Background: an optimization exercise with open tools, aiming at small area. Do not read the settings as production practice. RTL that was checked went through simulation tests only; none was proved equivalent to the original.

==> raven: inputs <==
## top_level
module top_level (
    input clk, reset,
    input logic signed [10:0] sig_modulated_fixed_real,
    input logic signed [10:0] sig_modulated_fixed_imag,
    input logic signed [10:0] demod_Lo_real,
    input logic signed [10:0] demod_Lo_imag,
    output logic signed [61:0] sig_demod_30_real,
    output logic signed [61:0] sig_demod_30_imag
);
make LEC_CHECK=0 CAP_MARGIN=0 CORE_MARGIN=2 CORE_UTILIZATION=50 GPL_TIMING_DRIVEN=0 SLEW_MARGIN=0 SYNTH_HIERARCHICAL=1 SYNTH_MINIMUM_KEEP_SIZE=0 finish   # period 10.0 ns
run.sh (not shown) runs the stock make flow with config.mk's settings and CLKGATE_MAP_FILE= SYNTH_SCRIPT=/design/flow/synth_recipe.tcl, a recipe that flattens the netlist after the stock synthesis.
==> fjord: changes against raven <==
Settings changed: GPL_TIMING_DRIVEN 0 to default.
==> lagoon: changes against raven <==
Settings changed: CAP_MARGIN 0 to 20, GPL_TIMING_DRIVEN 0 to default, SLEW_MARGIN 0 to 20.
==> summary.txt <==
Cell area: lagoon is higher than raven (1.6%).
Count of clock-buffer cells in the layout is the same in lagoon and raven.
Worst hold slack is the same in lagoon and fjord.
Of raven and fjord, fjord has the higher core utilization (gap 0.91 points).
Non-clock buffer count is the same in fjord and lagoon.
==> figures <==
| quantity | fjord | lagoon | raven |
|---|---|---|---|
| Status | complete, no violations | complete, no violations | complete, no violations |
| Net count of the finished layout | 3,875 | 3,875 | 3,825 |
| Endpoint arrival time on the critical path | 9.95 ns | 9.95 ns | 10.10 ns |
| Synth-to-layout area growth | 17.3% | 17.3% | 15.5% |
| Seq area share | 12.3% | 12.3% | 12.5% |
| Final worst path period need | 9.62 ns | 9.62 ns | 9.78 ns |
| Flop-to-flop setup slack | 4.72 ns | 4.72 ns | 4.11 ns |
| Post-CTS setup repair buffer count | 0 | 0 | 13 |
| Global-route wire length before repair | 120 mm | 120 mm | 128 mm |
| WL per Instance | 19.0 um | 19.0 um | 21.7 um |

---

==> v23: inputs <==
Another version of the RTL of top_level (not shown whole).
export LEC_CHECK = 0
export CAP_MARGIN = 20
export CORE_MARGIN = 2
export CORE_UTILIZATION = 50
export CTS_BUF_LIST = sky130_fd_sc_hd__clkbuf_8
export GPL_TIMING_DRIVEN = 0
export SETUP_SLACK_MARGIN = 0.1
export SLEW_MARGIN = 20
export SYNTH_HIERARCHICAL = 1
export SYNTH_MINIMUM_KEEP_SIZE = 0
create_clock -name core_clock -period 10.0 [get_ports {clk}]
standard.sh (not shown) runs the stock make flow with config.mk's settings and CLKGATE_MAP_FILE= SYNTH_SCRIPT=/design/flow/synth_recipe.tcl, a recipe that flattens the netlist after the stock synthesis.
==> flow/flow/run.sh <==
#!/bin/bash
# The standard layout, with smaller port buffers: buffer_ports otherwise picks
# clkdlybuf4s50_1 for every port.
set -euo pipefail
export BUFFER_PORTS_ARGS="-buffer_cell sky130_fd_sc_hd__buf_2"
bash standard.sh > standard.log 2>&1
==> v36 (differences from v23) <==
--- a/flow/design.v
+++ b/flow/design.v
@@ -3002,18 +3002,16 @@
         if (last) begin
             out_re <= acc_re;
             out_im <= acc_im;
         end
     end
 end
 always_ff @(posedge clk) begin
-    if (is27 || fold) begin
-        nxt_re <= p_re;
-        nxt_im <= p_im;
-    end
+    nxt_re <= p_re;
+    nxt_im <= p_im;
 end
 assign sig_demod_30_real = {{33{out_re[28]}}, out_re};
 assign sig_demod_30_imag = {{33{out_im[28]}}, out_im};
 endmodule
 module fa (input a, b, c, output s, co);
 assign s = a ^ b ^ c;
 assign co = (a & b) | (a & c) | (b & c);
--- a/flow/config.mk
+++ b/flow/config.mk
@@ -6,11 +6,11 @@
 export NUM_CORES = 4
 export LEC_CHECK = 0
 export CAP_MARGIN = 20
 export CORE_MARGIN = 2
 export CORE_UTILIZATION = 50
 export CTS_BUF_LIST = sky130_fd_sc_hd__clkbuf_8
 export GPL_TIMING_DRIVEN = 0
-export SETUP_SLACK_MARGIN = 0.1
+export SETUP_SLACK_MARGIN = 0.2
 export SLEW_MARGIN = 20
 export SYNTH_HIERARCHICAL = 1
 export SYNTH_MINIMUM_KEEP_SIZE = 0
==> notes <==
- v36 passed the timing, design-rule and antenna checks. v23 ran to the end with no violations.
- In sequential cell count, v36 and v23 do not differ.
- Between v36 and v23, the lower critical path depth is in v23 (gap 1).
- Between v36 and v23, the lower hold slack is in v23 (gap 0.00070 ns).
- Of v23 and v36, v23 has the higher non-clock buffer count (gap 7).
- Worst setup slack: v36 is better than v23 (0.16 ns).
- Between v36 and v23, the lower cell area is in v36 (gap about 2.2%, measured against v23).
- In v23 the global-route usage is lower than in v36, by 0.16 points.
- Clock skew: v36 is higher than v23 (0.0058 ns).
- In v23 the fmax is lower than in v36, by 1.7%.
- In v23 the sequential share of layout area is higher than in v36, by 1.4 points.
- Against v36, the via count of v23 is higher by about 0.3%.

---

==> run X <==
top_level, a different RTL version from the one above (not shown whole).
clock: 10.0 ns
lec_check: 0
cap_margin: 20
core_margin: 2
core_utilization: 45
cts_buf_list: sky130_fd_sc_hd__clkbuf_8
gpl_timing_driven: 1
setup_slack_margin: 0.1
slew_margin: 20
synth_hierarchical: 1
synth_minimum_keep_size: 0
==> flow/flow/run.sh <==
#!/bin/bash
# The standard layout with smaller port buffers: buffer_ports otherwise picks
# clkdlybuf4s50_1 for every port. Outputs get buf_1 (from a hook run before
# global placement), inputs buf_4.
set -euo pipefail
export PRE_GLOBAL_PLACE_TCL="$(pwd)/flow/hook_out.tcl"
export BUFFER_PORTS_ARGS="-inputs -buffer_cell sky130_fd_sc_hd__buf_4"
bash standard.sh > standard.log 2>&1
==> flow/flow/hook_out.tcl <==
# buffer the outputs with the smallest buffer; global_place.tcl then buffers the inputs
buffer_ports -outputs -buffer_cell sky130_fd_sc_hd__buf_1
==> run H: changes against run X <==
--- a/flow/design.v
+++ b/flow/design.v
@@ -22,14 +22,13 @@
 wire [10:0] n_demod_Lo_real = ~demod_Lo_real;
 wire [10:0] n_demod_Lo_imag = ~demod_Lo_imag;
 wire [22:0] p_re, p_im;
 logic [28:0] acc_re, acc_im, out_re, out_im;
 logic [22:0] nxt_re, nxt_im;
-logic fresh;
-wire [28:0] base_re = last ? {{5{nxt_re[22]}}, nxt_re, 1'b0} : fresh ? 29'd0 : acc_re;
-wire [28:0] base_im = last ? {{5{nxt_im[22]}}, nxt_im, 1'b0} : fresh ? 29'd0 : acc_im;
-wire [28:0] acc_next_re, acc_next_im, acc_nextn_re, acc_nextn_im;
+wire [28:0] base_re = last ? {{5{nxt_re[22]}}, nxt_re, 1'b0} : acc_re;
+wire [28:0] base_im = last ? {{5{nxt_im[22]}}, nxt_im, 1'b0} : acc_im;
+wire [28:0] acc_next_re, acc_next_im;
 wire pp1;
 wire pp2;
 wire pp3;
 wire pp4;
 wire pp5;
@@ -3960,19 +3959,20 @@
 xr u_acc_next_im_25 (.a(Ip2087), .b(IG2215), .y(acc_next_im[25]));
 xr u_acc_next_im_26 (.a(Ip2089), .b(IG2217), .y(acc_next_im[26]));
 xr u_acc_next_im_27 (.a(Ip2091), .b(IG2219), .y(acc_next_im[27]));
 xr u_acc_next_im_28 (.a(Ip2093), .b(IG2221), .y(acc_next_im[28]));
 always_ff @(posedge clk) begin
-    fresh <= reset;
-    acc_re <= acc_next_re;
-    acc_im <= acc_next_im;
     if (reset) begin
         cnt <= 5'd0;
+        acc_re <= '0;
+        acc_im <= '0;
         out_re <= '0;
         out_im <= '0;
     end else begin
         cnt <= last ? 5'd0 : cnt + 5'd1;
+        acc_re <= acc_next_re;
+        acc_im <= acc_next_im;
         if (last) begin
             out_re <= acc_re;
             out_im <= acc_im;
         end
     end
--- a/flow/config.mk
+++ b/flow/config.mk
@@ -5,12 +5,12 @@
 export SDC_FILE = /design/flow/constraint.sdc
 export NUM_CORES = 4
 export LEC_CHECK = 0
 export CAP_MARGIN = 20
 export CORE_MARGIN = 2
-export CORE_UTILIZATION = 45
+export CORE_UTILIZATION = 50
 export CTS_BUF_LIST = sky130_fd_sc_hd__clkbuf_8
-export GPL_TIMING_DRIVEN = 1
+export GPL_TIMING_DRIVEN = 0
 export SETUP_SLACK_MARGIN = 0.1
 export SLEW_MARGIN = 20
 export SYNTH_HIERARCHICAL = 1
 export SYNTH_MINIMUM_KEEP_SIZE = 0
==> run E: changes against run X <==
--- a/flow/config.mk
+++ b/flow/config.mk
@@ -5,11 +5,11 @@
 export SDC_FILE = /design/flow/constraint.sdc
 export NUM_CORES = 4
 export LEC_CHECK = 0
 export CAP_MARGIN = 20
 export CORE_MARGIN = 2
-export CORE_UTILIZATION = 45
+export CORE_UTILIZATION = 50
 export CTS_BUF_LIST = sky130_fd_sc_hd__clkbuf_8
 export GPL_TIMING_DRIVEN = 1
 export SETUP_SLACK_MARGIN = 0.1
 export SLEW_MARGIN = 20
 export SYNTH_HIERARCHICAL = 1
==> run A: changes against run X <==
--- a/flow/config.mk
+++ b/flow/config.mk
@@ -5,11 +5,11 @@
 export SDC_FILE = /design/flow/constraint.sdc
 export NUM_CORES = 4
 export LEC_CHECK = 0
 export CAP_MARGIN = 20
 export CORE_MARGIN = 2
-export CORE_UTILIZATION = 45
+export CORE_UTILIZATION = 60
 export CTS_BUF_LIST = sky130_fd_sc_hd__clkbuf_8
 export GPL_TIMING_DRIVEN = 1
 export SETUP_SLACK_MARGIN = 0.1
 export SLEW_MARGIN = 20
 export SYNTH_HIERARCHICAL = 1
==> notes <==
In run A the register-to-register slack is worse than in run E, by 0.19 ns.
Critical path depth: run A is higher than run X (1).
Run H completed with no timing, DRC or antenna violations. Run X finished with timing, DRC and antenna clean. Run A went through all stages and came out clean. Run E went through all stages and came out clean.
The lowest die area belongs to run A, the highest to run X.
First-iteration DRC count: run E < run X < run A < run H.
Sequential share of layout area, highest first: run E, run A, run X, run H.
In run H the final area is higher than in run A, by about 7%.
Against run A, the clock skew of run H is lower by 0.0031 ns.
In run A the non-clock buffer count is higher than in run X, by 3.
Clock-buffer cell count: run H is higher than run A (1).
Between run E and run H, the lower via count is in run E (gap about 8%, measured against run H).
Only the layout flow was run in run H; the RTL was not checked for function there.

[re-timing with driven ports]
Ports are ideal in the flow. The routed layouts listed here were re-timed in OpenROAD.
Step 1: set_driving_cell puts a clkbuf_16 on clk and a buf_2 on each other input, an assumption about the parent block.
Step 2, shift: input delay + t, output delay - t, t = (earliest + latest rising clock arrival at the registers) / 2. This alone moves slack from input paths to output paths.
Three values: ideal ports, drivers, drivers and shift; two values: the first two.
| run | t, ns | setup slack, ns | worst setup path after step 2 | worst register clock-pin slew, ns |
|---|---|---|---|---|
| raven | 0.509 | 0.221 / 0.248 / -0.261 | input to register | 0.08 / 0.08 |
| fjord | 0.498 | 0.382 / 0.402 / -0.096 | input to register | 0.08 / 0.08 |
| lagoon | 0.498 | 0.382 / 0.402 / -0.096 | input to register | 0.08 / 0.08 |
| v23 | 0.545 | 0.210 / 0.230 / -0.315 | input to register | 0.10 / 0.10 |
| v36 | 0.536 | 0.374 / 0.392 / -0.144 | input to register | 0.10 / 0.10 |
| run X | 0.546 | 0.453 / 0.481 / -0.066 | input to register | 0.11 / 0.11 |
| run H | 0.550 | 0.369 / 0.379 / -0.171 | input to register | 0.10 / 0.10 |
| run E | 0.529 | 0.602 / 0.617 / 0.088 | input to register | 0.10 / 0.10 |
| run A | 0.540 | 0.546 / 0.564 / 0.023 | input to register | 0.12 / 0.12 |
With both steps, setup timing fails in 7 of these runs, where it was met with ideal ports. For run H, which loses most, drivers alone change the setup slack by +0.010 ns; drivers and shift together by -0.540 ns.
